Context: an optimization exercise on an open-source flow, tuned for small area and a short achievable clock period. The choices shown serve that exercise and are no tape-out recipe. The RTL was checked by simulation tests, not by an equivalence proof against the original design. Power figures rest on the tool's default switching activity, not on a simulated workload.

<file path="design.v">
module Compare_and_Swap
(
input  [7:0] a, b,
output       gt
);
wire [7:0] g = a & ~b;    
wire [7:0] p = a | ~b;    
assign gt = g[7] | p[7] & (g[6] | p[6] & (g[5] | p[5] & (g[4] | p[4] &
           (g[3] | p[3] & (g[2] | p[2] & (g[1] | p[1] & g[0]))))));
endmodule
module Systolic_Array
(
input        clk,
input  [7:0] LC, MC, HC, LD, MD, HD,
output [7:0] Pa, Pb
);
reg [7:0] LA, MA, HA, LB, MB, HB;
reg       lAB, mAB, hAB;              
wire lCD, mCD, hCD;
Compare_and_Swap k0 (LC, LD, lCD);
Compare_and_Swap k1 (MC, MD, mCD);
Compare_and_Swap k2 (HC, HD, hCD);
always @(posedge clk) begin
  LA <= LC; MA <= MC; HA <= HC;
  LB <= LD; MB <= MD; HB <= HD;
  lAB <= lCD; mAB <= mCD; hAB <= hCD;
end
wire lAC, lBC, lBD, mAC, mBC, mBD, hAC, hBC, hBD;
Compare_and_Swap k3 (LA, LC, lAC);
Compare_and_Swap k4 (LB, LC, lBC);
Compare_and_Swap k5 (LB, LD, lBD);
Compare_and_Swap k6 (MA, MC, mAC);
Compare_and_Swap k7 (MB, MC, mBC);
Compare_and_Swap k8 (MB, MD, mBD);
Compare_and_Swap k9 (HA, HC, hAC);
Compare_and_Swap k10 (HB, HC, hBC);
Compare_and_Swap k11 (HB, HD, hBD);
wire [7:0] loa, mda, hia, lob, mdb, hib;
sel3 sa (LA, MA, HA, LB, MB, HB, LC, MC, HC, lAB, lAC, lBC, mAB, mAC, mBC, hAB, hAC, hBC, loa, mda, hia);
sel3 sb (LB, MB, HB, LC, MC, HC, LD, MD, HD, lBC, lBD, lCD, mBC, mBD, mCD, hBC, hBD, hCD, lob, mdb, hib);
med3 fa (loa, mda, hia, Pa);
med3 fb (lob, mdb, hib, Pb);
endmodule
module sel3
(
input  [7:0] Lx, Mx, Hx, Ly, My, Hy, Lz, Mz, Hz,
input        lxy, lxz, lyz, mxy, mxz, myz, hxy, hxz, hyz,
output [7:0] lo, md, hi
);
assign lo = (lxy & lxz) ? Lx : ((~lxy & lyz) ? Ly : Lz);
assign hi = (~hxy & ~hxz) ? Hx : ((hxy & ~hyz) ? Hy : Hz);
wire sy = ~(mxy ^ myz);
wire sx = ~(mxz ^ myz);
assign md = sy ? My : (sx ? Mx : Mz);
endmodule
module med3
(
input  [7:0] x, y, z,
output [7:0] m
);
wire xy, yz, xz;
Compare_and_Swap c0 (x, y, xy);
Compare_and_Swap c1 (y, z, yz);
Compare_and_Swap c2 (x, z, xz);
wire sel_y = ~(xy ^ yz);
wire sel_x = ~(xz ^ yz);
assign m = sel_y ? y : (sel_x ? x : z);
endmodule
module Parallel_filter
(
input [7:0] I_00,I_01,I_02,I_03,I_10,I_11,I_12,I_13,
input clk,rst,
output [7:0] P1,P2,P3,P4
);
wire [7:0] LC0, MC0, HC0, LC1, MC1, HC1, LD0, MD0, HD0, LD1, MD1, HD1;
sort_col sc (I_00, I_01, I_02, I_03, LC0, MC0, HC0, LC1, MC1, HC1);
sort_col sd (I_10, I_11, I_12, I_13, LD0, MD0, HD0, LD1, MD1, HD1);
Systolic_Array top (clk, LC0, MC0, HC0, LD0, MD0, HD0, P1, P2);
Systolic_Array bot (clk, LC1, MC1, HC1, LD1, MD1, HD1, P3, P4);
endmodule
module sort_col
(
input  [7:0] r0, r1, r2, r3,
output [7:0] L0, M0, H0, L1, M1, H1
);
wire g01, g02, g12, g31, g32;
Compare_and_Swap c0 (r0, r1, g01);
Compare_and_Swap c1 (r0, r2, g02);
Compare_and_Swap c2 (r1, r2, g12);
Compare_and_Swap c3 (r3, r1, g31);
Compare_and_Swap c4 (r3, r2, g32);
sort3 s0 (r0, r1, r2, g01, g02, g12, L0, M0, H0);
sort3 s1 (r3, r1, r2, g31, g32, g12, L1, M1, H1);
endmodule
module sort3
(
input  [7:0] x, y, z,
input        gxy, gxz, gyz,
output [7:0] L, M, H
);
wire x_hi = gxy & gxz;
wire x_lo = ~gxy & ~gxz;
wire y_hi = ~gxy & gyz;
wire y_lo = gxy & ~gyz;
assign H = x_hi ? x : (y_hi ? y : z);
assign L = x_lo ? x : (y_lo ? y : z);
assign M = (~x_hi & ~x_lo) ? x : ((~y_hi & ~y_lo) ? y : z);
endmodule
</file>
<file path="flow/run.sh">
#!/bin/bash
set -euo pipefail
W=$PWD
export MY_ABC_SCRIPT=$W/flow/area.abc
sed "s#SYNTH_SCRIPT=[^ ]*#SYNTH_SCRIPT=$W/flow/my_synth.tcl#" standard.sh > my_standard.sh
grep -q "SYNTH_SCRIPT=$W/flow/my_synth.tcl" my_standard.sh
bash my_standard.sh BUFFER_PORTS_ARGS='-buffer_cell sky130_fd_sc_hd__buf_1' finish > make_flow.log 2>&1
</file>
<file path="flow/area.abc">
strash
dch
map -a
topo
buffer -p
upsize -c -D 6000
dnsize -c -D 6000
</file>
<file path="flow/my_synth.tcl">
proc synth {args} { yosys synth -nofsm -noshare {*}$args }
proc extract_fa {args} { puts "my_synth: extract_fa skipped" }
proc abc {args} {
  set out {}
  set skip 0
  foreach a $args {
    if {$skip} { lappend out $::env(MY_ABC_SCRIPT); set skip 0; continue }
    if {$a eq "-script"} { set skip 1 }
    lappend out $a
  }
  puts "my_synth: abc $out"
  yosys abc {*}$out
}
source $::env(SCRIPTS_DIR)/synth.tcl
# left out here: clear keep_hierarchy, flatten, clean up, hide names made inside functions, write 1_2_yosys.v
</file>
<file path="standard.sh">
#!/bin/bash
# synth_recipe.tcl (not shown) runs the flow's synth.tcl, then flattens the netlist and writes it again
# the make line also repeats each setting of config.mk as NAME=value (left out here)
make -C /OpenROAD-flow-scripts/flow DESIGN_CONFIG=/design/flow/config.mk WORK_HOME=/design/flow/orfs CLKGATE_MAP_FILE= SYNTH_SCRIPT=/design/flow/synth_recipe.tcl "${@:-finish}"
</file>
<file path="config.mk">
export PLATFORM = sky130hd
export DESIGN_NAME = Parallel_filter
export DESIGN_NICKNAME = Parallel_filter
export VERILOG_FILES = /design/flow/design.v
export SDC_FILE = /design/flow/constraint.sdc
export NUM_CORES = 4
export LEC_CHECK = 0
export CAP_MARGIN = 20
export CORE_MARGIN = 2
export CORE_UTILIZATION = 40
export SLEW_MARGIN = 20
</file>
<file path="constraint.sdc">
create_clock -name core_clock -period 30.0 [get_ports {clk}]
set_input_delay 6.0000 -clock core_clock [delete_from_list [all_inputs] [get_ports {clk}]]
set_output_delay 6.0000 -clock core_clock [all_outputs]
set_load 0.01 [all_outputs]
</file>
==> flow_summary_export.csv, run 1 <==
group,metric,value,unit
synth,synth_ff_type,"dfxtp_1",
placed_design,port_buffers,96,
synth,synth_fp_nets,1902,
synth,synth_top_cell_by_area,"dfxtp_1",
clocking,cts.sinks,102,
floorplan,start_util,40.4,%
critical_path,cp_max_fo,16,
critical_path,cp_common_cell,"o21ai_0",
outcome,outcome,"finished clean",
drt,drtAntennaViolNets,0,
synth,syn_inst,1836,
worst_hold_path,hold_path_depth,3,
synth,synth_top_cell_area_share,18.8,%
floorplan,die_h,169,µm
drt,wl,39.5,mm
grt,grt_pass1_wl,62.1,mm
sta,rsz0062_at_grt,"no",
critical_path,crit_path_end_kind,"primary output",
synth,synthTopCellsByArea,"dfxtp_1, o21ai_0, inv_1",
synth,synthMuxAreaShare,0,%
final_layout,nFillCells,2874,
sta,period_share,67.7,%
critical_path,worstPathArrival,14.31,ns
sta,fmax,0.0492,GHz
sta,hold_viol,0,
floorplan,die_w,169,µm
final_layout,synthToLayoutAreaGrowth,9.16,%
sta,min_period,20.31,ns
final_layout,num_antenna_cells,0,
critical_path,path_class,"primary input to primary output",
synth,synthArstFlopShare,0,%
drt,dr_total_vias,13400,
synth,synthXorXnorAreaFrac,0.243,%
synth,synth_seq_area_share,18.8,%
sta,tightest_slew,1.09,ns
grt,antenna_found_initial,0,
clocking,cts_tree,"done",
critical_path,cp.required,24.00,ns
sta,setup_viol,0,
grt,gr-usage-all-layers,27.1,%
clocking,cts_resized,0,
clocking,cts-root-buf,"clkbuf_16",
clocking,clock_path_buffers,2,
floorplan,rows,60,
run,drv_cap,0,
synth,synth_fa_ha_area_share,0.855,%
synth,synthSimpleGateAreaFrac,18.4,%
sta,layout_setup_ws,9.69,ns
synth,yosys_warnings,1,
synth,synth.distinct_cells,46,
placed_design,dpl.cell_count,2250,
critical_path,cpMaxStageDelayCell,"nor2_1",
critical_path,critPathMaxStageDelay,0.53,ns
final_layout,finalNonFillerCells,2266,
clocking,clkTransAtPathRegs,0.08,ns
clocking,htreeDepth,3,
grt,grt_pass1_vias,11800,
drt,drt_first_iter_violations,1210,
synth,syn-cell-area,10800,µm²
synth,synth_top_family_by_area,"compound AO/OA/AOI/OAI gates",
final_layout,register_area,2040,µm²
clocking,cts_buffers,9,
synth,synth_compound_area_share,47.9,%
placed_design,place.gp.congestion,0.983,
placed_design,placed_cell_area,11500,µm²
sta,slew_headroom,26.4,%
final_layout,mostFrequentLayoutCell,"inv_1",
pwr,cellPowerDensity,128,nW/µm²
floorplan,die_area,28400,µm²
clocking,cts_hold_buf,0,
final_layout,final_nets,1986,
sta,setup-tns-final,0,ns
drt,wl_per_cell,17.4,µm
synth,synth.avg_cell_area,5.90,µm²
worst_hold_path,hp-class,"primary input to flip-flop",
pwr,leakage,5.19,nW
drt,drcViolationCount,0,
placed_design,pre_cts_ws,9.85,ns
synth,synth_edf_count,0,
final_layout,multi_input_area,7300,µm²
sta,slew_viol_final,0,
final_layout,layout-drive-gt1-share,4.99,%
floorplan,io_pins,98,
grt,grt-ovfl-total,0,
final_layout,fin_area,11800,µm²
floorplan,core,26800,µm²
clocking,cts_setup_buffers,0,
final_layout,final_cell_mix,"inv_1, nand2_1, o21ai_0",
grt,grt_max_degree,19,
pwr,max-vdd-ir-drop,0.121,mV
drt,firstDrtPassIters,6,
placed_design,dp_hpwl,32.0,mm
pwr,finalPower,1.51,mW
drt,via_per_inst,5.93,
synth,ys_seq_elements,102,
critical_path,cp-start-kind,"primary input",
==> per-layer routing <==
metal | share of wire [%] | wire [µm] | GRT usage, % | vias up
met3 | 5.8 | 2310 | 3.55 | 73
met1 | 42 | 16700 | 33.8 | 6143
li1 | - | - | - | 6713
met5 | 0 | 0 | 0 | -
met2 | 48 | 18900 | 47.0 | 500
met4 | 3.9 | 1560 | 11.0 | 0
==> metrics by stage <==
step | hold WS [ns] | utilization [%]
3_3_place_gp | 6.39 | 43.1
5_1_grt | 6.04 | 44.1
4_1_cts | 5.99 | 44.1
2_1_floorplan | 6.19 | -
6_report | 6.00 | 44.1
3_5_place_dp | 6.38 | 43.1
==> power by group <==
part | internal (mW) | switching (mW)
Combinational | 0.384 | 0.826
Sequential | 0.164 | 0.0184
Clock | 0.0575 | 0.0612
Total | 0.605 | 0.906
==> cells by family after synthesis <==
group,after synthesis
adder cells (fa/ha/maj),9
buffers and inverters,387
flip-flops,102
XOR/XNOR,3
AO/OA/AOI/OAI,840
AND/OR/NAND/NOR,495
==> worst max-delay path, delay by kind of cell <==
family,cells,cell delay [ns]
buffers and inverters,9,1.37
AND/OR/NAND/NOR,10,2.02
adder cells (fa/ha/maj),1,0.35
AO/OA/AOI/OAI,36,4.55
==> final cells by class <==
type | count | area share [%]
Multi-Input combinational cell | 1347 | 61.7
Sequential cell | 102 | 17.3
Inverter | 350 | 11.1
Timing Repair Buffer | 110 | 3.94
Tap cell | 341 | 3.61
Clock buffer | 9 | 1.90
Clock inverter | 7 | 0.476
==> path summary, 6_finish.rpt <==
check / from / to / slack, ns
worst max-delay path: I_01[1] / P1[3] / 9.69
worst min-delay path: I_10[7] / top.MB[7] / 6.00
==> cells in the mapped netlist (3+ instances only) <==
cell      count
nand2_1     287
a311oi_1     11
o221a_2       3
nor2_2       13
a22oi_1      26
a211oi_1      3
or2_2         3
o22ai_1     116
nor2_1      150
o311ai_0      9
o311ai_1     11
or2_1        11
buf_2        16
maj3_1        7
inv_2        23
nor3_1        4
buf_4         6
o21ai_0     253
clkbuf_1     15
o21bai_1      3
o21ai_1      45
o221ai_1     69
inv_1       325
a31oi_1      33
a221oi_1     17
a21oi_1     154
o21ai_2       5
o211ai_1     60
dfxtp_1     102
nand3_1      12
o21a_1       10
nand2_2       9
xor2_1        3
==> run 2, diff against run 1 <==
==> flow/run.sh (replaced) <==
#!/bin/bash
set -euo pipefail
W=$PWD
export MY_ABC_SCRIPT=$W/flow/area.abc
sed "s#SYNTH_SCRIPT=[^ ]*#SYNTH_SCRIPT=$W/flow/my_synth.tcl#" standard.sh > my_standard.sh
grep -q "SYNTH_SCRIPT=$W/flow/my_synth.tcl" my_standard.sh
bash my_standard.sh BUFFER_PORTS_ARGS='-buffer_cell sky130_fd_sc_hd__buf_2' finish > make_flow.log 2>&1
==> flow/area.abc (replaced) <==
strash
dch
map -a -B 0.9
topo
dnsize
==> run 2 against run 1 <==
  * Die area down 4.8%
  * Global-route usage rose by 0.63 points
  * Critical path type unchanged
  * Final area down 1.9%
  * Combinational power shrank 5%
  * Clock-buffer cell count did not move
  * Via count shrank 2.9%
==> flow_summary_export.csv, run 2 <==
group,metric,value,unit
outcome,outcome,"finished clean",
run,drv_cap,0,
floorplan,die_w,164,µm
critical_path,cpMaxStageDelayCell,"o21ai_0",
drt,wl,38.2,mm
critical_path,path_class,"primary input to primary output",
synth,synthMuxAreaShare,0,%
worst_hold_path,hp-class,"primary input to flip-flop",
sta,min_period,21.08,ns
final_layout,synthToLayoutAreaGrowth,12.7,%
synth,synth_compound_area_share,54.3,%
pwr,max-vdd-ir-drop,0.111,mV
final_layout,layout-drive-gt1-share,7.53,%
synth,synth_fa_ha_area_share,0.972,%
critical_path,cp_common_cell,"o21ai_0",
sta,setup_viol,0,
worst_hold_path,hp-start,"I_10[7]",
clocking,cts-root-buf,"clkbuf_16",
synth,synth_top_cell_by_area,"dfxtp_1",
sta,tightest_slew,1.10,ns
grt,grt_max_degree,21,
critical_path,worstPathArrival,15.08,ns
grt,grt_pass1_wl,59.2,mm
pwr,leakage,3.91,nW
synth,synth_seq_area_share,19.8,%
synth,synth.avg_cell_area,6.11,µm²
clocking,cts_resized,0,
drt,drcViolationCount,0,
synth,synth.distinct_cells,22,
clocking,cts_buffers,9,
grt,gr-usage-all-layers,27.7,%
sta,slew_viol_final,0,
floorplan,start_util,40.8,%
critical_path,startpoint,"I_11[2]",
sta,hold_viol,0,
synth,syn_inst,1685,
grt,antenna_found_initial,2,
placed_design,place.gp.congestion,0.960,
synth,synth_most_common_cell,"o21ai_0",
sta,period_share,70.3,%
floorplan,die_area,27000,µm²
synth,yosys_warnings,1,
drt,drtAntennaViolNets,0,
critical_path,cp_max_fo,15,
synth,synth_top_family_by_area,"compound AO/OA/AOI/OAI gates",
sta,slew_headroom,26.5,%
placed_design,dp_hpwl,30.9,mm
placed_design,port_buffers,96,
synth,synth_fp_nets,1751,
final_layout,mostFrequentLayoutCell,"o21ai_0",
drt,firstDrtPassIters,6,
drt,via_per_inst,6.10,
clocking,htreeDepth,3,
sta,setup-tns-final,0,ns
clocking,cts_hold_buf,0,
sta,fmax,0.0474,GHz
critical_path,crit_family,"compound AO/OA/AOI/OAI gates",
synth,synth_top_cell_area_share,19.8,%
synth,synthXorXnorAreaFrac,0.255,%
final_layout,final_cell_mix,"o21ai_0, clkinv_1, nand2_1",
synth,synthArstFlopShare,0,%
drt,wl_per_cell,17.9,µm
synth,ys_seq_elements,102,
synth,synthSimpleGateAreaFrac,11.9,%
clocking,cts_tree,"done",
sta,rsz0062_at_grt,"no",
critical_path,crit_path_end_kind,"primary output",
grt,grt_pass1_vias,11100,
critical_path,cp_num_buf_inv,10,
drt,dr_total_vias,13000,
drt,drt_first_iter_violations,1132,
synth,syn-cell-area,10300,µm²
clocking,cts_setup_buffers,0,
floorplan,rows,58,
clocking,clock_path_buffers,2,
synth,synth_edf_count,0,
pwr,cellPowerDensity,127,nW/µm²
critical_path,cp-start-kind,"primary input",
grt,grt-ovfl-total,0,
floorplan,io_pins,98,
synth,ys_top_cells_by_count,"o21ai_0, clkinv_1, nand2_1",
final_layout,final_nets,1868,
synth,synthTopCellsByArea,"dfxtp_1, o21ai_0, clkinv_1",
clocking,clkTransAtPathRegs,0.08,ns
critical_path,cp.required,24.00,ns
floorplan,core,25300,µm²
clocking,cts.sinks,102,
critical_path,critPathMaxStageDelay,0.77,ns
pwr,finalPower,1.47,mW
floorplan,die_h,164,µm
synth,synth_ff_type,"dfxtp_1",
==> run 2: changes by cell type after synthesis, sizes merged, moves of 59 or more <==
cell / delta
clkinv: +348
inv: -348
a21oi: -69
o221ai: +68
nor2: -107
o21ai: +94
nand2: -59
==> run 2: logic make-up after synthesis <==
group,count (synthesis)
compound gates,905
buf+inv,350
simple gates,315
flops,102
fa+ha+maj,10
xor+xnor,3
==> run 2: area by class of cell <==
| cell class | count | area [µm²] |
|---|---|---|
| inverter | 350 | 1310 |
| clock buffer | 9 | 225 |
| timing repair buffer | 106 | 556 |
| clock inverter | 7 | 103 |
| sequential | 102 | 2040 |
| fill | 2708 | 13700 |
| antenna | 1 | 2.50 |
| multi-input combinational | 1233 | 6950 |
| tap | 330 | 413 |
==> run 2: worst paths after layout <==
check | to | slack (ns) | depth (start not counted)
worst max-delay path | P2[7] | 8.92 | 49
worst min-delay path | top.HB[7] | 6.02 | 2
==> run 2: metal layers <==
| metal | share of wire [%] | wire length, µm | track usage [%] |
|---|---|---|---|
| met2 | 40 | 15300 | 39.7 |
| met5 | 0.045 | 17 | 0 |
| met1 | 48 | 18300 | 40.6 |
| met3 | 9.1 | 3460 | 6.33 |
| met4 | 2.9 | 1130 | 8.89 |
==> run 2: report_power, final <==
part	switching, mW	internal [mW]	leakage, nW
sequential	0.0212	0.164	0.860
combinational	0.757	0.396	2.89
clock	0.0642	0.0680	0.160
total	0.843	0.628	3.91
==> run 2: metrics by stage <==
step | hold WS [ns] | setup WS (ns) | utilization (%) | instances | cell area, µm²
3_3_place_gp | 6.40 | 9.23 | 44.6 | 2121 | 11300
3_5_place_dp | 6.40 | 9.17 | 44.6 | 2121 | 11300
2_1_floorplan | 6.16 | 11.26 | - | 1685 | 10300
4_1_cts | 6.03 | 9.17 | 45.9 | 2137 | 11600
5_1_grt | 6.04 | 7.68 | 45.9 | 2137 | 11600
6_report | 6.02 | 8.92 | 45.9 | 2138 | 11600
==> run 3, diff against run 2 <==
==> flow/run.sh (replaced) <==
#!/bin/bash
set -euo pipefail
W=$PWD
export MY_ABC_SCRIPT=$W/flow/area.abc
sed "s#SYNTH_SCRIPT=[^ ]*#SYNTH_SCRIPT=$W/flow/my_synth.tcl#" standard.sh > my_standard.sh
grep -q "SYNTH_SCRIPT=$W/flow/my_synth.tcl" my_standard.sh
bash my_standard.sh BUFFER_PORTS_ARGS='-buffer_cell sky130_fd_sc_hd__buf_1' SETUP_SLACK_MARGIN=11 finish > make_flow.log 2>&1
==> run 3 against run 2 <==
  * Final area rose by 20%
  * Utilization rose by 9.2 points
  * Clock-buffer cell count rose by 3
  * Non-clock buffer count rose by 146
  * Largest cell class unchanged
==> flow_summary_export.csv, run 3 <==
group,metric,value,unit
floorplan,start_util,40.8,%
synth,synth_seq_area_share,19.8,%
clocking,cts-root-buf,"clkbuf_16",
critical_path,crit_path_end_kind,"primary output",
synth,synth_top_cell_by_area,"dfxtp_1",
clocking,cts_buffers,9,
grt,antenna_found_initial,1,
sta,slew_headroom,20.4,%
grt,grt_pass1_vias,11700,
final_layout,multi_input_area,8050,µm²
critical_path,worstPathArrival,12.69,ns
critical_path,cp.required,24.00,ns
pwr,leakage,4.91,nW
sta,setup_viol,0,
placed_design,place.gp.congestion,0.950,
synth,ys_top_cells_by_count,"o21ai_0, clkinv_1, nand2_1",
drt,drtAntennaViolNets,0,
final_layout,nFillCells,2501,
final_layout,register_area,2040,µm²
clocking,htreeDepth,3,
final_layout,mostFrequentLayoutCell,"o21ai_0",
synth,syn_inst,1685,
synth,synthArstFlopShare,0,%
placed_design,port_buffers,96,
sta,fmax,0.0535,GHz
floorplan,rows,58,
final_layout,final_cell_mix,"o21ai_0, clkinv_1, nand2_1",
floorplan,io_pins,98,
worst_hold_path,hp-class,"primary input to flip-flop",
drt,wl,42.7,mm
final_layout,layout-drive-gt1-share,24.2,%
critical_path,cp_common_cell,"o21ai_0",
synth,synth_top_cell_area_share,19.8,%
clocking,cts_hold_buf,0,
sta,rsz0062_at_grt,"no",
drt,drt_first_iter_violations,1501,
clocking,cts_tree,"done",
critical_path,path_class,"primary input to primary output",
grt,gr-usage-all-layers,28.8,%
synth,synth_most_common_cell,"o21ai_0",
pwr,finalPower,1.72,mW
synth,synth.distinct_cells,22,
final_layout,synthToLayoutAreaGrowth,35.2,%
critical_path,critPathMaxStageDelay,0.52,ns
critical_path,cp-start-kind,"primary input",
clocking,clkTransAtPathRegs,0.08,ns
drt,via_per_inst,6.21,
grt,grt_pass1_wl,62.2,mm
critical_path,cpMaxStageDelayCell,"a31oi_1",
drt,firstDrtPassIters,6,
floorplan,core,25300,µm²
clocking,clock_path_buffers,2,
sta,slew_viol_final,0,
sta,tightest_slew,1.19,ns
sta,period_share,62.3,%
synth,synth_edf_count,0,
final_layout,final_nets,2023,
grt,grt_max_degree,18,
sta,min_period,18.69,ns
pwr,max-vdd-ir-drop,0.107,mV
run,drv_cap,0,
critical_path,cp_num_buf_inv,10,
synth,synth.avg_cell_area,6.11,µm²
pwr,cellPowerDensity,123,nW/µm²
floorplan,die_area,27000,µm²
synth,yosys_warnings,1,
drt,wl_per_cell,18.6,µm
critical_path,crit_family,"compound AO/OA/AOI/OAI gates",
grt,grt-ovfl-total,0,
placed_design,dp_hpwl,31.0,mm
clocking,cts.sinks,102,
synth,synthTopCellsByArea,"dfxtp_1, o21ai_0, clkinv_1",
synth,synth_ff_type,"dfxtp_1",
synth,syn-cell-area,10300,µm²
synth,synth_fp_nets,1751,
drt,dr_total_vias,14200,
sta,hold_viol,0,
floorplan,die_h,164,µm
critical_path,cp_max_fo,11,
drt,drcViolationCount,0,
floorplan,die_w,164,µm
sta,setup-tns-final,0,ns
synth,ys_seq_elements,102,
outcome,outcome,"finished clean",
-- run 3: changes by cell type in the layout (fill, tap and decap cells not counted), sizes merged --
cell	delta
buf	+122
clkinv	-84
inv	+70
clkbuf	+26
clkinvlp	+12
nor2	+4
nand2	+3
clkdlybuf4s15	+1
xor2	+1
-- run 3: worst paths after layout --
kind | start | depth (start not counted) | to
min | I_12[1] | 3 | bot.HB[1]
max | I_01[2] | 43 | P4[4]
-- run 3: timing repair --
action,in CTS,in global routing
cloned,0,10
setup buffers,36,110
gates resized for setup,209,308
pin swaps,14,52
endpoints found under the setup margin,32,32
-- run 3: cell families (layout without fill, tap and decap cells) --
kind of cell	Yosys count	in the layout	synth area share (%)
AO/OA/AOI/OAI	905	905	54.3
buffers and inverters	350	619	12.8
AND/OR/NAND/NOR	315	322	11.9
flip-flops	102	102	19.8
adder cells (fa/ha/maj)	10	10	0.972
XOR/XNOR	3	4	0.255
other	0	1	0
-- run 3: area by class of cell --
| type | instances | area share [%] |
|---|---|---|
| flip-flops and latches | 102 | 14.7 |
| multi-input cells | 1241 | 57.8 |
| repair inverters | 1 | 0.0359 |
| inverters | 350 | 10.3 |
| clock buffers | 12 | 1.91 |
| well taps | 330 | 2.97 |
| clock inverters | 4 | 0.368 |
| diodes | 1 | 0.0180 |
| repair buffers | 252 | 11.9 |
-- run 3: routing by layer --
metal | vias to the layer above | share of wire, % | global-route usage (%) | routed length [µm]
li1 | 6896 | - | - | -
met5 | - | 0 | 0 | 0
met4 | 0 | 1.9 | 6.92 | 826
met3 | 77 | 9.0 | 4.82 | 3860
met2 | 709 | 44 | 43.8 | 18700
met1 | 6550 | 45 | 42.4 | 19300
-- run 3: report_power, final --
part	total [mW]	leakage, nW	internal, mW	switching [mW]
clock network	0.129	0.155	0.0719	0.0573
registers	0.188	0.860	0.164	0.0238
logic	1.40	3.90	0.520	0.881
total	1.72	4.91	0.756	0.962
-- run 3: stage by stage --
| stage | instances | utilization (%) | worst slack (ns) | area (µm²) | hold WS, ns |
|---|---|---|---|---|---|
| after CTS | 2172 | 48.9 | 10.99 | 12400 | 6.00 |
| after detailed placement | 2120 | 44.1 | 8.96 | 11100 | 6.47 |
| after global placement | 2120 | 44.1 | 9.02 | 11100 | 6.48 |
| final | 2293 | 55.1 | 11.31 | 13900 | 6.01 |
| after floorplan | 1685 | - | 11.26 | 10300 | 6.16 |
| after global routing | 2292 | 55.1 | 10.79 | 13900 | 6.02 |
==> run 4, diff against run 3 <==
==> flow/run.sh (replaced) <==
#!/bin/bash
set -euo pipefail
W=$PWD
export MY_ABC_SCRIPT=$W/flow/area.abc
sed "s#SYNTH_SCRIPT=[^ ]*#SYNTH_SCRIPT=$W/flow/my_synth.tcl#" standard.sh > my_standard.sh
grep -q "SYNTH_SCRIPT=$W/flow/my_synth.tcl" my_standard.sh
bash my_standard.sh > make_flow.log 2>&1
==> run 4 against run 3 <==
  * Critical path type unchanged
  * Routed wire length down 8.4%
  * Cell count fell by 6.6%
  * Global-route usage down 0.20 points
  * Largest cell class unchanged
  * Still clean
  * First-iteration DRC count down 11%
  * Critical path depth rose by 4
  * Synthesized cell count unchanged
  * Area after synthesis did not move
  * Sequential share of layout area rose by 2.2 points
  * Die area unchanged
  * Clock-buffer cell count decreased by 2
  * Flip-flop and latch count unchanged
==> flow_summary_export.csv, run 4 <==
group,metric,value,unit
final_layout,register_area,2040,µm²
clocking,cts_hold_buf,0,
clocking,htreeDepth,3,
sta,tightest_slew,1.15,ns
sta,fmax,0.0453,GHz
floorplan,io_pins,98,
floorplan,die_h,164,µm
critical_path,worstPathArrival,16.10,ns
critical_path,cpMaxStageDelayCell,"o21ai_0",
synth,synth_top_cell_area_share,19.8,%
critical_path,cp_max_fo,15,
synth,yosys_warnings,1,
synth,synth_edf_count,0,
critical_path,critPathMaxStageDelay,0.81,ns
sta,setup-tns-final,0,ns
grt,gr-usage-all-layers,28.6,%
drt,via_per_inst,6.17,
final_layout,synthToLayoutAreaGrowth,17.5,%
synth,synth.distinct_cells,22,
synth,syn_inst,1685,
final_layout,multi_input_area,6950,µm²
clocking,cts_resized,0,
synth,ys_seq_elements,102,
floorplan,core,25300,µm²
synth,synth_top_cell_by_area,"dfxtp_1",
synth,synth_ff_type,"dfxtp_1",
synth,synthArstFlopShare,0,%
sta,rsz0062_at_grt,"no",
final_layout,final_cell_mix,"o21ai_0, clkinv_1, nand2_1",
clocking,clock_path_buffers,2,
final_layout,mostFrequentLayoutCell,"o21ai_0",
clocking,cts_setup_buffers,0,
placed_design,port_buffers,96,
grt,antenna_found_initial,2,
final_layout,finalNonFillerCells,2142,
placed_design,dpl.cell_count,2125,
final_layout,final_nets,1873,
synth,synth_most_common_cell,"o21ai_0",
grt,grt_pass1_wl,61.2,mm
synth,ys_top_cells_by_count,"o21ai_0, clkinv_1, nand2_1",
critical_path,cp.required,24.00,ns
sta,slew_viol_final,0,
synth,synth_fp_nets,1751,
pwr,leakage,3.92,nW
pwr,max-vdd-ir-drop,0.127,mV
outcome,outcome,"finished clean",
sta,min_period,22.10,ns
final_layout,layout-drive-gt1-share,2.37,%
sta,setup_viol,0,
final_layout,nFillCells,2640,
grt,grt-ovfl-total,0,
critical_path,crit_path_end_kind,"primary output",
drt,wl,39.1,mm
floorplan,start_util,40.8,%
floorplan,die_area,27000,µm²
clocking,clkTransAtPathRegs,0.07,ns
critical_path,cp-start-kind,"primary input",
drt,drtAntennaViolNets,0,
clocking,cts_tree,"done",
grt,grt_max_degree,18,
drt,firstDrtPassIters,6,
clocking,cts.sinks,102,
critical_path,cp_common_cell,"o21ai_0",
placed_design,place.gp.congestion,0.980,
floorplan,die_w,164,µm
placed_design,dp_hpwl,31.9,mm
drt,wl_per_cell,18.3,µm
synth,syn-cell-area,10300,µm²
sta,hold_viol,0,
grt,grt_pass1_vias,11400,
worst_hold_path,hp-class,"primary input to flip-flop",
worst_hold_path,hold_path_depth,2,
drt,dr_total_vias,13200,
pwr,finalPower,1.61,mW
clocking,cts_buffers,9,
sta,slew_headroom,22.6,%
synth,synth_seq_area_share,19.8,%
synth,synth.avg_cell_area,6.11,µm²
critical_path,path_class,"primary input to primary output",
synth,synthTopCellsByArea,"dfxtp_1, o21ai_0, clkinv_1",
floorplan,rows,58,
drt,drcViolationCount,0,
sta,period_share,73.7,%
run,drv_cap,0,
drt,drt_first_iter_violations,1334,
pwr,cellPowerDensity,133,nW/µm²
clocking,cts-root-buf,"clkbuf_16",
==> run 4: path summary, 6_finish.rpt <==
kind    start   endpoint  slack, ns
max   I_11[2]      P2[0]       7.90
min   I_10[7]  top.HB[7]       6.50
==> run 4: logic make-up (layout without fill, tap and decap cells) <==
group                    Yosys count  in the layout  synth area share [%]
adder cells (fa/ha/maj)           10             10                 0.972
AND/OR/NAND/NOR                  315            315                  11.9
XOR/XNOR                           3              3                 0.255
flip-flops                       102            102                  19.8
AO/OA/AOI/OAI                    905            905                  54.3
other                              0              1                     0
buffers and inverters            350            476                  12.8
==> run 4: stage by stage <==
| step | setup WS, ns | util [%] | area, µm² | hold slack (ns) |
|---|---|---|---|---|
| after floorplan | 11.26 | - | 10300 | 6.16 |
| final | 7.90 | 47.9 | 12100 | 6.50 |
| after CTS | 8.14 | 47.9 | 12100 | 6.48 |
| after detailed placement | 8.14 | 46.6 | 11800 | 6.86 |
| after global routing | 6.81 | 47.9 | 12100 | 6.53 |
| after global placement | 8.17 | 46.6 | 11800 | 6.85 |
==> run 4: worst max-delay path, delay by kind of cell <==
kind            cells  cell delay (ns)
buf+inv            10             3.05
simple gates        7             1.91
fa+ha+maj           1             0.18
compound gates     29             4.95
==> run 4: power by group <==
part,internal (mW),switching (mW),total (mW),leakage (nW)
Clock,0.0732,0.0567,0.130,0.153
Sequential,0.164,0.0215,0.186,0.860
Combinational,0.521,0.772,1.29,2.91
Total,0.758,0.850,1.61,3.92
==> run 4: routing by layer <==
layer,part of all wire [%],routed length [µm],global-route usage (%),up-vias
met1,48,18600,42.0,6059
li1,-,-,-,6561
met4,3.5,1390,10.8,0
met2,40,15700,40.7,525
met3,8.6,3380,6.00,78
met5,0,0,0,-
==> run 4: area by class of cell <==
| cell class | instances | area share (%) |
|---|---|---|
| sequential | 102 | 16.9 |
| clock buffer | 10 | 1.89 |
| inverter | 350 | 10.9 |
| timing repair buffer | 111 | 8.85 |
| tap | 330 | 3.41 |
| multi-input combinational | 1233 | 57.4 |
| antenna | 1 | 0.0207 |
| clock inverter | 5 | 0.682 |
==> run 5, diff against run 4 <==
==> flow/run.sh (replaced) <==
#!/bin/bash
set -euo pipefail
W=$PWD
export MY_ABC_SCRIPT=$W/flow/area.abc
sed "s#SYNTH_SCRIPT=[^ ]*#SYNTH_SCRIPT=$W/flow/my_synth.tcl#" standard.sh > my_standard.sh
grep -q "SYNTH_SCRIPT=$W/flow/my_synth.tcl" my_standard.sh
bash my_standard.sh BUFFER_PORTS_ARGS='-buffer_cell sky130_fd_sc_hd__buf_1' SETUP_SLACK_MARGIN=9.5 finish > make_flow.log 2>&1
==> run 5 against run 4 <==
  * Still clean on timing, DRC and antenna
  * Area after synthesis unchanged
  * Total power fell by 6.4%
  * Clock-buffer cell count rose by 2
  * Synthesized cell count unchanged
  * Hold slack lost 0.44 ns
  * Worst setup slack improved by 2.2 ns
  * Routed wire length up 0.27%
  * Flip-flop and latch count is the same
  * Maximum frequency grew 11%
  * Global-route usage is 0.86 points lower
  * Cell count grew 1.2%
  * Critical path type unchanged
  * Highest routed layer unchanged
==> flow_summary_export.csv, run 5 <==
group,metric,value,unit
outcome,outcome,"finished clean",
critical_path,crit_path_end_kind,"primary output",
grt,grt_max_degree,18,
drt,via_per_inst,6.16,
critical_path,cp-start-kind,"primary input",
synth,ys_seq_elements,102,
run,drv_cap,0,
floorplan,start_util,40.8,%
sta,fmax,0.0504,GHz
critical_path,cp_max_fo,12,
floorplan,rows,58,
synth,synthTopCellsByArea,"dfxtp_1, o21ai_0, clkinv_1",
placed_design,dp_hpwl,31.0,mm
sta,setup-tns-final,0,ns
clocking,htreeDepth,3,
floorplan,core,25300,µm²
pwr,finalPower,1.50,mW
clocking,cts-root-buf,"clkbuf_16",
sta,slew_headroom,23.3,%
critical_path,path_class,"primary input to primary output",
drt,dr_total_vias,13400,
clocking,cts_hold_buf,0,
drt,wl,39.2,mm
floorplan,die_area,27000,µm²
sta,min_period,19.85,ns
grt,gr-usage-all-layers,27.8,%
sta,tightest_slew,1.14,ns
floorplan,die_h,164,µm
synth,synth.distinct_cells,22,
synth,synth_edf_count,0,
placed_design,dpl.cell_count,2120,
final_layout,layout-drive-gt1-share,8.93,%
critical_path,cp_num_buf_inv,10,
critical_path,worstPathArrival,13.85,ns
synth,synthArstFlopShare,0,%
grt,grt-ovfl-total,0,
synth,synth_top_cell_by_area,"dfxtp_1",
grt,grt_pass1_vias,11300,
drt,firstDrtPassIters,6,
clocking,clkTransAtPathRegs,0.07,ns
critical_path,cp_common_cell,"o21ai_0",
synth,synth_seq_area_share,19.8,%
placed_design,port_buffers,96,
drt,drtAntennaViolNets,0,
pwr,max-vdd-ir-drop,0.0998,mV
grt,grt_pass1_wl,60.0,mm
synth,ys_top_cells_by_count,"o21ai_0, clkinv_1, nand2_1",
pwr,leakage,3.87,nW
synth,syn_inst,1685,
sta,slew_viol_final,0,
synth,synth_ff_type,"dfxtp_1",
sta,layout_setup_ws,10.15,ns
final_layout,final_nets,1897,
synth,synth.avg_cell_area,6.11,µm²
clocking,clock_path_buffers,2,
final_layout,mostFrequentLayoutCell,"o21ai_0",
sta,setup_viol,0,
drt,drcViolationCount,0,
final_layout,finalNonFillerCells,2167,
floorplan,die_w,164,µm
sta,hold_viol,0,
floorplan,io_pins,98,
drt,wl_per_cell,18.1,µm
drt,drt_first_iter_violations,1284,
grt,antenna_found_initial,1,
placed_design,place.gp.congestion,0.950,
placed_design,pre_cts_ws,8.96,ns
synth,syn-cell-area,10300,µm²
worst_hold_path,hp-class,"primary input to flip-flop",
clocking,cts_tree,"done",
clocking,cts_buffers,9,
final_layout,final_cell_mix,"o21ai_0, clkinv_1, nand2_1",
synth,synth_most_common_cell,"o21ai_0",
synth,yosys_warnings,1,
sta,rsz0062_at_grt,"yes",
critical_path,crit_family,"compound AO/OA/AOI/OAI gates",
critical_path,critPathMaxStageDelay,0.38,ns
clocking,cts.sinks,102,
final_layout,final_util,47.8,%
pwr,cellPowerDensity,125,nW/µm²
synth,synth_top_cell_area_share,19.8,%
sta,period_share,66.2,%
critical_path,cpMaxStageDelayCell,"a31oi_2",
synth,synth_fp_nets,1751,
final_layout,synthToLayoutAreaGrowth,17.2,%
critical_path,cp.required,24.00,ns
[run 5: cell counts after synthesis]
No cell type changed its count.
[run 5: report_power, final]
part	total [mW]	switching [mW]	internal [mW]	leakage, nW
clock network	0.128	0.0565	0.0719	0.155
logic	1.19	0.795	0.395	2.86
registers	0.186	0.0224	0.164	0.860
[run 5: final timing paths]
check                 startpoint        end  slack (ns)  cells after the start
worst max-delay path     I_01[0]      P4[6]       10.15                     50
worst min-delay path     I_00[1]  top.MA[1]        6.06                      3
[run 5: area by class of cell]
type	count	area, µm²
fill	2727	13200
multi-input combinational	1235	7280
sequential	102	2040
inverter	350	1360
timing repair buffer	133	649
tap	330	413
clock buffer	12	267
clock inverter	4	51.3
antenna	1	2.50
[run 5: kinds of logic (layout without fill, tap and decap cells)]
family          count (synthesis)  after routing  synth area share (%)
buf+inv                       350            499                  12.8
fa+ha+maj                      10             10                 0.972
other cells                     0              1                     0
simple gates                  315            317                  11.9
flops                         102            102                  19.8
compound gates                905            905                  54.3
xor+xnor                        3              3                 0.255
[run 5: routing by layer]
metal / track usage (%) / vias to the layer above / routed length [µm]
met5: 0 / - / 0
met3: 4.62 / 58 / 3380
met1: 41.4 / 6090 / 18500
met4: 6.80 / 0 / 749
li1: - / 6611 / -
met2: 41.4 / 600 / 16600
[run 5: metrics by stage]
step                instance area, µm²  hold slack [ns]
floorplan                        10300             6.16
global placement                 11100             6.48
detailed placement               11100             6.47
CTS                              11500             6.09
global route                     12100             6.10
finish                           12100             6.06
[run 5: what timing repair did]
item,CTS,global route
setup endpoints to repair,25,32
cloned,0,2
resized for setup,23,114
pin swaps,0,8
setup buffers,0,28
==> run 6, diff against run 5 <==
==> flow/run.sh (replaced) <==
#!/bin/bash
# Own flow: the standard layout (standard.sh) with these changes:
#  - port buffers: buf_1 instead of the default pick.
#  - clock tree: no dummy loads, smaller clock buffers.
# Every tool's output stays in orfs/logs/ and make_flow.log.
set -euo pipefail
W=$PWD
export MY_ABC_SCRIPT=$W/flow/area.abc
sed "s#SYNTH_SCRIPT=[^ ]*#SYNTH_SCRIPT=$W/flow/my_synth.tcl#" standard.sh > my_standard.sh
grep -q "SYNTH_SCRIPT=$W/flow/my_synth.tcl" my_standard.sh
EXTRA=(
  "BUFFER_PORTS_ARGS=-buffer_cell sky130_fd_sc_hd__buf_1"
  "CTS_ARGS=-sink_clustering_enable -repair_clock_nets -dont_use_dummy_load -buf_list {sky130_fd_sc_hd__clkbuf_4 sky130_fd_sc_hd__clkbuf_8}"
)
[[ -f flow/extra.txt ]] && mapfile -t -O ${#EXTRA[@]} EXTRA < flow/extra.txt
bash my_standard.sh "${EXTRA[@]}" finish > make_flow.log 2>&1
==> run 6 against run 5 <==
  * Sequential share of layout area increased by 1.2 points
  * Still clean on timing, DRC and antenna
  * Largest power group unchanged
  * Utilization is 3.2 points lower
  * Hold slack improved by 0.026 ns
  * Clock-buffer cell count is 3 lower
==> flow_summary_export.csv, run 6 <==
group,metric,value,unit
outcome,outcome,"finished clean",
clocking,cts_setup_buffers,0,
grt,top_usage_layer,"met1",
drt,wl,38.1,mm
grt,use_met3,4.47,%
synth,synthMuxAreaShare,0,%
synth,synth_top_cell_area_share,19.8,%
grt,grt_pass1_wl,59.8,mm
pwr,leakage,3.54,nW
drt,drcViolationCount,0,
clocking,cts_buffers,9,
placed_design,port_buffers,96,
sta,hold_slack,6.09,ns
critical_path,cp.required,24.00,ns
placed_design,dp_hpwl,31.0,mm
synth,synth_compound_area_share,54.3,%
sta,setup-tns-final,0,ns
sta,fmax,0.0468,GHz
synth,yosys_warnings,1,
final_layout,layout-drive-gt1-share,1.72,%
clocking,clock_path_buffers,2,
worst_hold_path,hp-class,"primary input to flip-flop",
final_layout,final_cell_mix,"o21ai_0, clkinv_1, nand2_1",
pwr,p_comb_share,81.3,%
clocking,cts_tree,"done",
synth,synth_edf_count,0,
synth,synth_top_cell_by_area,"dfxtp_1",
clocking,cts-root-buf,"clkbuf_8",
synth,syn_inst,1685,
synth,synth.avg_cell_area,6.11,µm²
floorplan,rows,58,
synth,synthTopCellsByArea,"dfxtp_1, o21ai_0, clkinv_1",
critical_path,worstPathArrival,15.36,ns
critical_path,cpMaxStageDelayCell,"o21ai_0",
drt,wl_per_cell,17.9,µm
sta,setup_viol,0,
critical_path,cp_common_cell,"o21ai_0",
pwr,internal-power,0.553,mW
floorplan,io_pins,98,
grt,gr-usage-all-layers,27.7,%
sta,min_period,21.36,ns
floorplan,die_w,164,µm
sta,hold_viol,0,
synth,ys_top_cells_by_count,"o21ai_0, clkinv_1, nand2_1",
grt,use_met2,41.1,%
drt,firstDrtPassIters,6,
clocking,htreeDepth,3,
final_layout,final_util,44.6,%
grt,grt_max_degree,18,
drt,dr_total_vias,13100,
critical_path,crit_path_end_kind,"primary output",
floorplan,core,25300,µm²
synth,syn-cell-area,10300,µm²
sta,slew_viol_final,0,
sta,tightest_slew,1.09,ns
clocking,cts_resized,0,
critical_path,cp-start-kind,"primary input",
drt,drtAntennaViolNets,0,
grt,grt_pass1_vias,11200,
synth,synth_fp_nets,1751,
pwr,max-vdd-ir-drop,0.0987,mV
grt,antenna_found_initial,1,
clocking,cts.sinks,102,
synth,synth.distinct_cells,22,
sta,slew_headroom,26.8,%
synth,synthXorXnorAreaFrac,0.255,%
sta,period_share,71.2,%
pwr,clock_power_share,5.3,%
synth,synth_ff_type,"dfxtp_1",
floorplan,die_area,27000,µm²
sta,rsz0062_at_grt,"no",
synth,synth_fa_ha_area_share,0.972,%
drt,via_per_inst,6.15,
critical_path,path_class,"primary input to primary output",
run,drv_cap,0,
pwr,seqPwrFrac,13.4,%
critical_path,cp_max_fo,15,
grt,grt-ovfl-total,0,
pwr,p_sw,0.832,mW
pwr,swShare,60.1,%
final_layout,synthToLayoutAreaGrowth,9.39,%
floorplan,die_h,164,µm
placed_design,place.gp.congestion,0.950,
floorplan,start_util,40.8,%
synth,synth_top_family_by_area,"compound AO/OA/AOI/OAI gates",
synth,synthSimpleGateAreaFrac,11.9,%
clocking,clkTransAtPathRegs,0.10,ns
grt,gr-usage-met1,41.5,%
synth,synth_most_common_cell,"o21ai_0",
final_layout,final_nets,1867,
drt,drt_first_iter_violations,1102,
pwr,cellPowerDensity,123,nW/µm²
critical_path,critPathMaxStageDelay,0.78,ns
synth,ys_seq_elements,102,
synth,synthArstFlopShare,0,%
final_layout,mostFrequentLayoutCell,"o21ai_0",
clocking,cts_hold_buf,0,
synth,synth_seq_area_share,19.8,%
pwr,finalPower,1.39,mW
## run 6: cell counts after synthesis
Identical to the previous run, type by type.
## run 6: critical path: cells and delay by family
family | cells | cell delay [ns]
AO/OA/AOI/OAI | 32 | 4.78
adder cells (fa/ha/maj) | 1 | 0.35
AND/OR/NAND/NOR | 7 | 1.75
buffers and inverters | 10 | 2.47
## run 6: final timing paths
path | startpoint | end | slack, ns | cells past startpoint
min | I_00[4] | top.LA[4] | 6.09 | 3
max | I_12[2] | P2[7] | 8.64 | 50
## run 6: kinds of logic (layout without fill, tap and decap cells)
logic type               after synthesis  count (layout)
adder cells (fa/ha/maj)               10              10
buffers and inverters                350             464
flip-flops                           102             102
other                                  0               1
AND/OR/NAND/NOR                      315             315
AO/OA/AOI/OAI                        905             905
XOR/XNOR                               3               3
## run 6: power groups by stage
stage	sequential [mW]	clock [mW]	combinational, mW
2_1_floorplan	0.182	0	0.796
3_3_place_gp	0.187	0	1.09
3_5_place_dp	0.188	0	1.11
4_1_cts	0.185	0.0748	1.11
5_1_grt	0.189	0.0793	1.27
6_report	0.185	0.0740	1.13
## run 6: per-stage QoR
step | worst slack (ns) | cell area [µm²] | cells
after floorplan | 11.26 | 10300 | 1685
after global placement | 9.02 | 11100 | 2120
after detailed placement | 8.96 | 11100 | 2120
after global routing | 7.59 | 11300 | 2129
after CTS | 8.94 | 11300 | 2129
final | 8.64 | 11300 | 2130
## run 6: cell type report
| type | instances | area, µm² |
|---|---|---|
| inverter | 350 | 1310 |
| timing repair buffer | 105 | 428 |
| antenna | 1 | 2.50 |
| tap | 330 | 413 |
| fill | 2793 | 14000 |
| sequential | 102 | 2040 |
| clock buffer | 9 | 124 |
| multi-input combinational | 1233 | 6940 |
## run 6: per-layer routing
layer | up-vias | part of all wire, %
li1 | 6565 | -
met1 | 5950 | 48
met2 | 543 | 42
met3 | 50 | 8.4
met4 | 0 | 1.8
met5 | - | 0
==> run 7, diff against run 6 <==
==> flow/extra.txt (new file) <==
SETUP_SLACK_MARGIN=9.5
==> run 7 against run 6 <==
  * Flip-flop and latch count is the same
  * Area after synthesis is the same
  * Via count grew 1.7%
  * Combinational power grew 5%
  * Critical path depth shrank 6
  * Global-route usage is essentially flat
  * Final area grew 5.2%
  * Clock power grew 2%
  * Maximum frequency grew 8.0%
  * Routed wire length grew 2.4%
  * Utilization grew 2.3 points
  * Sequential share of layout area shrank 0.90 points
  * Largest power group unchanged
==> flow_summary_export.csv, run 7 <==
group,metric,value,unit
synth,synthArstFlopShare,0,%
drt,via_per_inst,6.18,
clocking,htreeDepth,3,
drt,drtAntennaViolNets,0,
critical_path,worstPathArrival,13.78,ns
synth,synth_top_cell_area_share,19.8,%
floorplan,die_h,164,µm
synth,synth_most_common_cell,"o21ai_0",
synth,synth_fp_nets,1751,
floorplan,start_util,40.8,%
clocking,clkTransAtPathRegs,0.11,ns
floorplan,io_pins,98,
drt,wl_per_cell,18.1,µm
critical_path,cp.required,24.00,ns
clocking,clock_path_buffers,2,
sta,period_share,65.9,%
clocking,cts.sinks,102,
floorplan,core,25300,µm²
worst_hold_path,hp-start,"I_00[1]",
synth,synthTopCellsByArea,"dfxtp_1, o21ai_0, clkinv_1",
sta,min_period,19.78,ns
pwr,leakage,3.77,nW
synth,synth_ff_type,"dfxtp_1",
synth,synth_seq_area_share,19.8,%
grt,grt_pass1_vias,11200,
synth,synth.avg_cell_area,6.11,µm²
synth,synth.distinct_cells,22,
synth,yosys_warnings,1,
sta,fmax,0.0506,GHz
sta,tightest_slew,1.12,ns
sta,hold_slack,6.02,ns
drt,drt_first_iter_violations,1249,
final_layout,final_cell_mix,"o21ai_0, clkinv_1, nand2_1",
critical_path,cpMaxStageDelayCell,"a31oi_1",
final_layout,mostFrequentLayoutCell,"o21ai_0",
grt,grt-ovfl-total,0,
synth,syn_inst,1685,
synth,ys_top_cells_by_count,"o21ai_0, clkinv_1, nand2_1",
placed_design,place.gp.congestion,0.950,
synth,synth_top_cell_by_area,"dfxtp_1",
sta,setup-tns-final,0,ns
grt,gr-usage-all-layers,27.7,%
critical_path,cp-start-kind,"primary input",
final_layout,layout-drive-gt1-share,8.48,%
worst_hold_path,hp-class,"primary input to flip-flop",
final_layout,nFillCells,2739,
drt,drcViolationCount,0,
outcome,outcome,"finished clean",
sta,slew_viol_final,0,
drt,dr_total_vias,13300,
worst_hold_path,hold_end,"top.MA[1]",
synth,ys_seq_elements,102,
grt,grt_max_degree,18,
clocking,cts-root-buf,"clkbuf_8",
critical_path,cp_max_fo,12,
grt,antenna_found_initial,1,
grt,grt_pass1_wl,59.8,mm
critical_path,cp_common_cell,"o21ai_0",
sta,rsz0062_at_grt,"yes",
sta,hold_viol,0,
critical_path,crit_path_end_kind,"primary output",
synth,syn-cell-area,10300,µm²
synth,synth_edf_count,0,
worst_hold_path,hold_path_depth,3,
floorplan,rows,58,
final_layout,final_nets,1895,
floorplan,die_w,164,µm
sta,slew_headroom,24.7,%
pwr,cellPowerDensity,122,nW/µm²
drt,firstDrtPassIters,6,
run,drv_cap,0,
floorplan,die_area,27000,µm²
critical_path,path_class,"primary input to primary output",
clocking,cts_tree,"done",
clocking,cts_buffers,9,
placed_design,dp_hpwl,31.0,mm
placed_design,port_buffers,96,
clocking,cts_hold_buf,0,
pwr,max-vdd-ir-drop,0.101,mV
drt,wl,39.0,mm
final_layout,synthToLayoutAreaGrowth,15.1,%
sta,setup_viol,0,
critical_path,critPathMaxStageDelay,0.45,ns
run 7: cell counts after synthesis:
Identical to the previous run, type by type.
run 7: where the power goes:
group          switching, mW  leakage [nW]  internal (mW)  total (mW)
clock                 0.0481        0.0647         0.0271      0.0752
sequential            0.0223         0.860          0.164       0.186
combinational          0.793          2.84          0.395        1.19
run 7: logic make-up (layout without fill, tap and decap cells):
| family | Yosys count | count (layout) | share of synthesized area [%] |
|---|---|---|---|
| AOI/OAI and AO/OA | 905 | 905 | 54.3 |
| xor gates and xnor gates | 3 | 3 | 0.255 |
| adders and majority gates | 10 | 10 | 0.972 |
| buffers and inverters | 350 | 490 | 12.8 |
| DFF | 102 | 102 | 19.8 |
| other | 0 | 1 | 0 |
| and+or+nand+nor | 315 | 317 | 11.9 |
run 7: worst max-delay path by stage:
stage | endpoint | depth (start not counted) | start | slack (ns)
2_1_floorplan | P2[7] | 47 | I_11[2] | 11.26
3_3_place_gp | P2[7] | 49 | I_12[2] | 9.02
3_5_place_dp | P2[7] | 49 | I_12[2] | 8.96
4_1_cts | P4[5] | 50 | I_01[0] | 9.53
5_1_grt | P1[1] | 50 | I_01[0] | 9.36
6_report | P2[0] | 44 | I_02[1] | 10.22
run 7: final cells by class:
| class | count | area, µm² | area share, % |
|---|---|---|---|
| tap | 330 | 413 | 3.48 |
| inverter | 350 | 1360 | 11.5 |
| sequential | 102 | 2040 | 17.2 |
| antenna | 1 | 2.50 | 0.0211 |
| clock buffer | 9 | 124 | 1.04 |
| multi-input combinational | 1235 | 7280 | 61.4 |
| timing repair buffer | 131 | 634 | 5.35 |
run 7: metrics by stage:
| step | setup slack (ns) | util [%] | total power [mW] | std cells | cell area (µm²) |
|---|---|---|---|---|---|
| after floorplan | 11.26 | - | 0.978 | 1685 | 10300 |
| after global placement | 9.02 | 44.1 | 1.28 | 2120 | 11100 |
| after detailed placement | 8.96 | 44.1 | 1.30 | 2120 | 11100 |
| after CTS | 9.53 | 44.7 | 1.37 | 2129 | 11300 |
| after global routing | 9.36 | 46.9 | 1.61 | 2157 | 11900 |
| final | 10.22 | 46.9 | 1.45 | 2158 | 11900 |
run 7: worst max-delay path, delay by kind of cell:
kind | cells | cell delay (ns)
fa+ha+maj | 1 | 0.38
buf+inv | 8 | 1.72
compound gates | 29 | 4.29
simple gates | 6 | 1.39
run 7: repair_timing:
action,CTS,global route
resized for setup,21,116
buffers inserted,0,26
pin swaps,0,7
hold endpoints to repair,0,0
cloned,0,2
setup endpoints to repair,25,32
run 7: routing by layer:
layer	vias up	part of all wire, %	wire, µm	global-route usage, %
li1	6623	-	-	-
met1	6077	48	18600	41.5
met2	582	42	16300	41.4
met3	54	8.7	3390	4.45
met4	0	1.9	757	6.17
met5	-	0	0	0
==> run 8, diff against run 7 <==
==> flow/area.abc (replaced) <==
strash
dch -f
amap
topo
upsize -D 6000
dnsize -D 6000
==> flow/extra.txt (replaced) <==
SETUP_SLACK_MARGIN=10.5
==> run 8 against run 7 <==
  * Still clean on timing, DRC and antenna
  * Non-clock buffer count grew 63
  * Sequential share of layout area down 1.2 points
  * Clock power shrank 2%
  * First-iteration DRC count rose by 33%
  * Highest routed layer unchanged
==> flow_summary_export.csv, run 8 <==
group,metric,value,unit
outcome,outcome,"finished clean",
final_layout,finalNonFillerCells,2073,
pwr,clock_power_share,4.2,%
final_layout,fin_area,12700,µm²
floorplan,die_w,163,µm
synth,synth_top_cell_area_share,22.1,%
sta,hold_viol,0,
critical_path,cp-start-kind,"primary input",
final_layout,final_nets,1811,
grt,grt_pass1_vias,11200,
critical_path,cp.required,24.00,ns
sta,period_share,64.2,%
critical_path,worstPathArrival,13.25,ns
placed_design,dpl.cell_count,1964,
synth,yosys_warnings,1,
sta,rsz0062_at_grt,"yes",
placed_design,port_buffers,96,
critical_path,cpMaxStageDelayCell,"a222oi_1",
synth,synth_most_common_cell,"o22ai_1",
pwr,swShare,57.4,%
synth,synthArstFlopShare,0,%
worst_hold_path,hp-class,"primary input to flip-flop",
critical_path,crit_path_end_kind,"primary output",
sta,setup-tns-final,0,ns
critical_path,critPathMaxStageDelay,0.65,ns
pwr,finalPower,1.75,mW
sta,fmax,0.0520,GHz
drt,firstDrtPassIters,9,
synth,synth_ff_type,"dfxtp_1",
drt,drt_first_iter_violations,1660,
synth,synth.distinct_cells,42,
synth,synth_seq_area_share,20.2,%
pwr,max-vdd-ir-drop,0.182,mV
critical_path,path_class,"primary input to primary output",
final_layout,mostFrequentLayoutCell,"o22ai_1",
pwr,p_sw,1.01,mW
placed_design,dp_hpwl,31.4,mm
clocking,cts_tree,"done",
sta,min_period,19.25,ns
pwr,seqPwrFrac,11.0,%
drt,via_per_inst,6.52,
synth,syn-cell-area,10100,µm²
clocking,htreeDepth,3,
grt,grt_pass1_wl,60.4,mm
final_layout,nFillCells,2533,
floorplan,core,25000,µm²
grt,grt_max_degree,17,
grt,gr-usage-all-layers,28.3,%
synth,synth.avg_cell_area,6.59,µm²
final_layout,layout-drive-gt1-share,22.5,%
drt,drcViolationCount,0,
clocking,cts_buffers,9,
final_layout,final_cell_mix,"o22ai_1, clkinv_1, nor2_1",
critical_path,crit_family,"compound AO/OA/AOI/OAI gates",
sta,slew_viol_final,0,
grt,use_met2,47.3,%
synth,syn_inst,1536,
drt,dr_total_vias,13500,
placed_design,placed_cell_area,10900,µm²
sta,slew_headroom,21.9,%
floorplan,rows,58,
pwr,p_comb_share,84.7,%
grt,top_usage_layer,"met2",
sta,setup_viol,0,
clocking,clock_path_buffers,2,
clocking,cts-root-buf,"clkbuf_8",
run,drv_cap,0,
critical_path,cp_max_fo,9,
clocking,cts_hold_buf,0,
pwr,cellPowerDensity,138,nW/µm²
clocking,clkTransAtPathRegs,0.11,ns
pwr,leakage,4.43,nW
drt,wl_per_cell,20.0,µm
synth,synth_top_cell_by_area,"o22ai_1",
synth,ys_seq_elements,102,
synth,ys_top_cells_by_count,"o22ai_1, clkinv_1, nor2_1",
final_layout,synthToLayoutAreaGrowth,26.0,%
floorplan,start_util,40.4,%
floorplan,io_pins,98,
final_layout,final_util,50.9,%
floorplan,die_area,26600,µm²
floorplan,die_h,163,µm
grt,antenna_found_initial,0,
sta,tightest_slew,1.17,ns
drt,wl,41.4,mm
synth,synth_edf_count,0,
pwr,internal-power,0.747,mW
critical_path,cp_num_buf_inv,8,
clocking,cts.sinks,102,
drt,drtAntennaViolNets,0,
synth,synthTopCellsByArea,"o22ai_1, dfxtp_1, clkinv_1",
final_layout,num_antenna_cells,0,
synth,synth_fp_nets,1602,
grt,grt-ovfl-total,0,
placed_design,place.gp.congestion,0.973,
grt,gr-usage-met1,37.3,%
critical_path,cp_common_cell,"a21oi_1",
grt,use_met3,3.07,%
==> run 8: per-stage QoR <==
stage / hold WS, ns / setup slack, ns
floorplan: 6.16 / 12.13
global placement: 6.43 / 10.19
detailed placement: 6.45 / 10.13
CTS: 6.05 / 10.50
global route: 5.99 / 10.31
finish: 6.00 / 10.75
==> run 8: metal layers <==
layer  vias up  wire, µm
met1      6247     17700
met5         -         0
li1       6495         -
met3        95      2650
met2       674     19600
met4         0      1480
==> run 8: layout make-up <==
type	count	area (µm²)	area share, %
clock buffer	9	124	0.972
inverter	325	1280	10.1
multi-input combinational	1112	7740	60.8
sequential	102	2040	16.0
tap	330	413	3.24
timing repair buffer	194	1130	8.87
timing repair inverter	1	5.00	0.0393
==> run 8: path summary, 6_finish.rpt <==
check / from / to / slack (ns) / cells past startpoint
worst max-delay path: I_01[1] / P2[4] / 10.75 / 48
worst min-delay path: I_03[0] / bot.MA[0] / 6.00 / 3
==> run 8: power by group through the flow <==
stage / sequential, mW / clock (mW) / combinational, mW
after detailed placement: 0.193 / 0 / 1.25
final: 0.194 / 0.0740 / 1.49
after global placement: 0.193 / 0 / 1.25
after floorplan: 0.186 / 0 / 0.927
after CTS: 0.191 / 0.0755 / 1.27
after global routing: 0.198 / 0.0800 / 1.61
==> run 8: repair_timing <==
| item | 4_1_cts | 5_1_grt |
|---|---|---|
| endpoints found under the setup margin | 32 | 32 |
| setup buffers | 4 | 91 |
| gates resized for setup | 28 | 192 |
| pin swaps | 2 | 47 |
| cloned | 0 | 4 |
==> run 8: logic make-up after synthesis <==
| group | count (synthesis) | share of synthesized area, % |
|---|---|---|
| flip-flops | 102 | 20.2 |
| AO/OA/AOI/OAI | 845 | 56.4 |
| buffers and inverters | 325 | 12.1 |
| AND/OR/NAND/NOR | 264 | 11.3 |
==> run 9, diff against run 8 <==
removed: flow/extra.txt
==> run 9 against run 8 <==
  * Still clean on timing, DRC and antenna
  * Cell count fell by 4.8%
  * Area after synthesis did not move
  * Non-clock buffer count fell by 95
  * Clock-buffer cell count did not move
  * Worst setup slack got worse by 0.84 ns
==> flow_summary_export.csv, run 9 <==
group,metric,value,unit
grt,grt_max_degree,17,
drt,dr_total_vias,12800,
final_layout,mostFrequentLayoutCell,"o22ai_1",
placed_design,port_buffers,96,
sta,rsz0062_at_grt,"no",
synth,synth_compound_area_share,56.4,%
final_layout,layout-drive-gt1-share,8.33,%
critical_path,cp_max_fo,12,
placed_design,dp_hpwl,31.4,mm
clocking,cts_buffers,9,
final_layout,fin_area,11000,µm²
worst_hold_path,hp-class,"primary input to flip-flop",
clocking,clock_path_buffers,2,
grt,grt_pass1_vias,11100,
sta,layout_setup_ws,9.91,ns
drt,drcViolationCount,0,
critical_path,cpMaxStageDelayCell,"o22ai_1",
critical_path,cp_common_cell,"inv_2",
placed_design,placed_cell_area,10900,µm²
floorplan,die_w,163,µm
sta,slew_headroom,24.4,%
sta,hold_viol,0,
critical_path,cp-start-kind,"primary input",
clocking,clkTransAtPathRegs,0.08,ns
placed_design,pre_cts_ws,10.13,ns
drt,drt_first_iter_violations,1659,
critical_path,startpoint,"I_02[2]",
critical_path,crit_path_end_kind,"primary output",
sta,setup-tns-final,0,ns
clocking,cts.sinks,102,
synth,synth_seq_area_share,20.2,%
synth,synthSimpleGateAreaFrac,11.3,%
worst_hold_path,hp-start,"I_13[3]",
grt,grt_pass1_wl,60.1,mm
drt,via_per_inst,6.48,
synth,ys_top_cells_by_count,"o22ai_1, clkinv_1, nor2_1",
clocking,cts_resized,0,
sta,slew_viol_final,0,
critical_path,critPathMaxStageDelay,0.70,ns
floorplan,die_h,163,µm
clocking,cts_tree,"done",
pwr,leakage,3.64,nW
synth,synthMuxAreaShare,0,%
synth,syn-cell-area,10100,µm²
critical_path,worstPathArrival,14.09,ns
synth,synthTopCellsByArea,"o22ai_1, dfxtp_1, clkinv_1",
floorplan,io_pins,98,
synth,synthXorXnorAreaFrac,0,%
synth,synth_top_family_by_area,"compound AO/OA/AOI/OAI gates",
critical_path,cp.required,24.00,ns
drt,drtAntennaViolNets,0,
floorplan,rows,58,
synth,synth.avg_cell_area,6.59,µm²
floorplan,start_util,40.4,%
grt,gr-usage-all-layers,28.1,%
synth,synth_edf_count,0,
clocking,cts_setup_buffers,0,
synth,synth_ff_type,"dfxtp_1",
drt,wl,39.1,mm
clocking,htreeDepth,3,
sta,period_share,67.0,%
pwr,cellPowerDensity,140,nW/µm²
sta,min_period,20.09,ns
floorplan,die_area,26600,µm²
synth,ys_seq_elements,102,
synth,syn_inst,1536,
outcome,outcome,"finished clean",
grt,grt-ovfl-total,0,
synth,synth_top_cell_area_share,22.1,%
final_layout,synthToLayoutAreaGrowth,9.07,%
drt,wl_per_cell,19.8,µm
synth,synth_fa_ha_area_share,0,%
synth,synth_most_common_cell,"o22ai_1",
critical_path,endpoint,"P3[5]",
synth,synth_top_cell_by_area,"o22ai_1",
pwr,max-vdd-ir-drop,0.149,mV
synth,synth.distinct_cells,42,
final_layout,final_nets,1712,
placed_design,place.gp.congestion,0.973,
final_layout,final_cell_mix,"o22ai_1, clkinv_1, nor2_1",
drt,firstDrtPassIters,6,
run,drv_cap,0,
synth,yosys_warnings,1,
synth,synth_fp_nets,1602,
grt,antenna_found_initial,0,
sta,tightest_slew,1.13,ns
clocking,cts-root-buf,"clkbuf_8",
sta,fmax,0.0498,GHz
final_layout,num_antenna_cells,0,
floorplan,core,25000,µm²
synth,synthArstFlopShare,0,%
sta,setup_viol,0,
clocking,cts_hold_buf,0,
critical_path,path_class,"primary input to primary output",
[run 9: cell count changes in the layout (fill, tap and decap cells not counted), sizes merged]
| cell | change |
|---|---|
| a21oi | -1 |
| and2b | -1 |
| buf | -71 |
| bufinv | -1 |
| clkbuf | -24 |
| clkinv | +22 |
| clkinvlp | -7 |
| inv | -15 |
| o21ai | -1 |
[run 9: critical path: cells and delay by family]
kind / cells / cell delay (ns)
and+or+nand+nor: 3 / 0.38
buffers and inverters: 8 / 1.44
AOI/OAI and AO/OA: 33 / 6.21
[run 9: metrics by stage]
| step | utilization [%] | total power [mW] | std cells | hold slack [ns] |
|---|---|---|---|---|
| after CTS | 44.0 | 1.52 | 1973 | 6.05 |
| after floorplan | - | 1.11 | 1536 | 6.16 |
| after global placement | 43.6 | 1.44 | 1964 | 6.43 |
| after detailed placement | 43.6 | 1.45 | 1964 | 6.45 |
| after global routing | 44.1 | 1.68 | 1974 | 6.10 |
| final | 44.1 | 1.54 | 1974 | 6.06 |
[run 9: kinds of logic after synthesis]
| group | after synthesis |
|---|---|
| AO/OA/AOI/OAI | 845 |
| buffers and inverters | 325 |
| AND/OR/NAND/NOR | 264 |
| flip-flops | 102 |
[run 9: cell type report]
cell class | count | area [µm²]
multi-input combinational | 1109 | 6850
fill | 2684 | 14000
tap | 330 | 413
timing repair buffer | 99 | 380
sequential | 102 | 2040
inverter | 325 | 1220
clock buffer | 9 | 124
[run 9: report_power, final]
part | leakage [nW] | switching (mW) | internal [mW] | total [mW]
logic | 2.72 | 0.845 | 0.435 | 1.28
clock network | 0.0647 | 0.0462 | 0.0271 | 0.0733
registers | 0.860 | 0.0266 | 0.165 | 0.191
total | 3.64 | 0.918 | 0.627 | 1.54
[run 9: per-layer routing]
metal / up-vias / part of all wire [%] / GRT usage, %
li1: 6299 / - / -
met3: 68 / 6.4 / 3.00
met5: - / 0 / 0
met1: 5831 / 44 / 37.4
met2: 598 / 47 / 47.7
met4: 0 / 2.8 / 8.77
[run 9: how the worst min path moves through the flow]
stage / cells past startpoint / slack [ns] / end
5_1_grt: 3 / 6.10 / top.HA[7]
4_1_cts: 3 / 6.05 / bot.MB[3]
3_5_place_dp: 3 / 6.45 / bot.MB[3]
6_report: 3 / 6.06 / bot.MB[3]
2_1_floorplan: 2 / 6.16 / top.LB[0]
3_3_place_gp: 3 / 6.43 / bot.MB[3]

==> port drivers added, routing unchanged <==
No port has a modelled driver above. Below, the same layouts with a new extraction and two added sets of constraints.
Step 1 assumes that a clkbuf_16 drives the clock port and a buf_2 every other input.
Step 2 moves the port delays by t, midway between the first and last clock arrival at a register: inputs arrive t later, outputs are due t later. That takes back most of the time a late clock gives input paths.
Three values: no drivers, after step 1, after step 2; two values: the first two.
| run | t (ns) | slack for setup (ns) | worst register clock-pin slew, ns | worst slew at a driven data input, ns |
|---|---|---|---|---|
| run 1 | 0.408 | 9.686 / 9.628 / 9.628 | 0.09 / 0.09 | 0.06 |
| run 2 | 0.410 | 8.924 / 8.902 / 8.902 | 0.09 / 0.09 | 0.08 |
| run 3 | 0.404 | 11.312 / 11.229 / 11.229 | 0.08 / 0.08 | 0.09 |
| run 4 | 0.403 | 7.901 / 7.879 / 7.879 | 0.08 / 0.08 | 0.09 |
| run 5 | 0.403 | 10.145 / 10.086 / 10.086 | 0.08 / 0.08 | 0.08 |
| run 6 | 0.421 | 8.636 / 8.611 / 8.611 | 0.11 / 0.11 | 0.08 |
| run 7 | 0.429 | 10.219 / 10.160 / 10.160 | 0.11 / 0.11 | 0.09 |
| run 8 | 0.425 | 10.751 / 10.720 / 10.720 | 0.12 / 0.12 | 0.04 |
| run 9 | 0.422 | 9.907 / 9.865 / 9.865 | 0.11 / 0.11 | 0.04 |
After both steps every run listed still meets setup and hold. For run 3, which loses most, drivers alone change the setup slack by -0.083 ns; drivers and shift together by -0.083 ns.
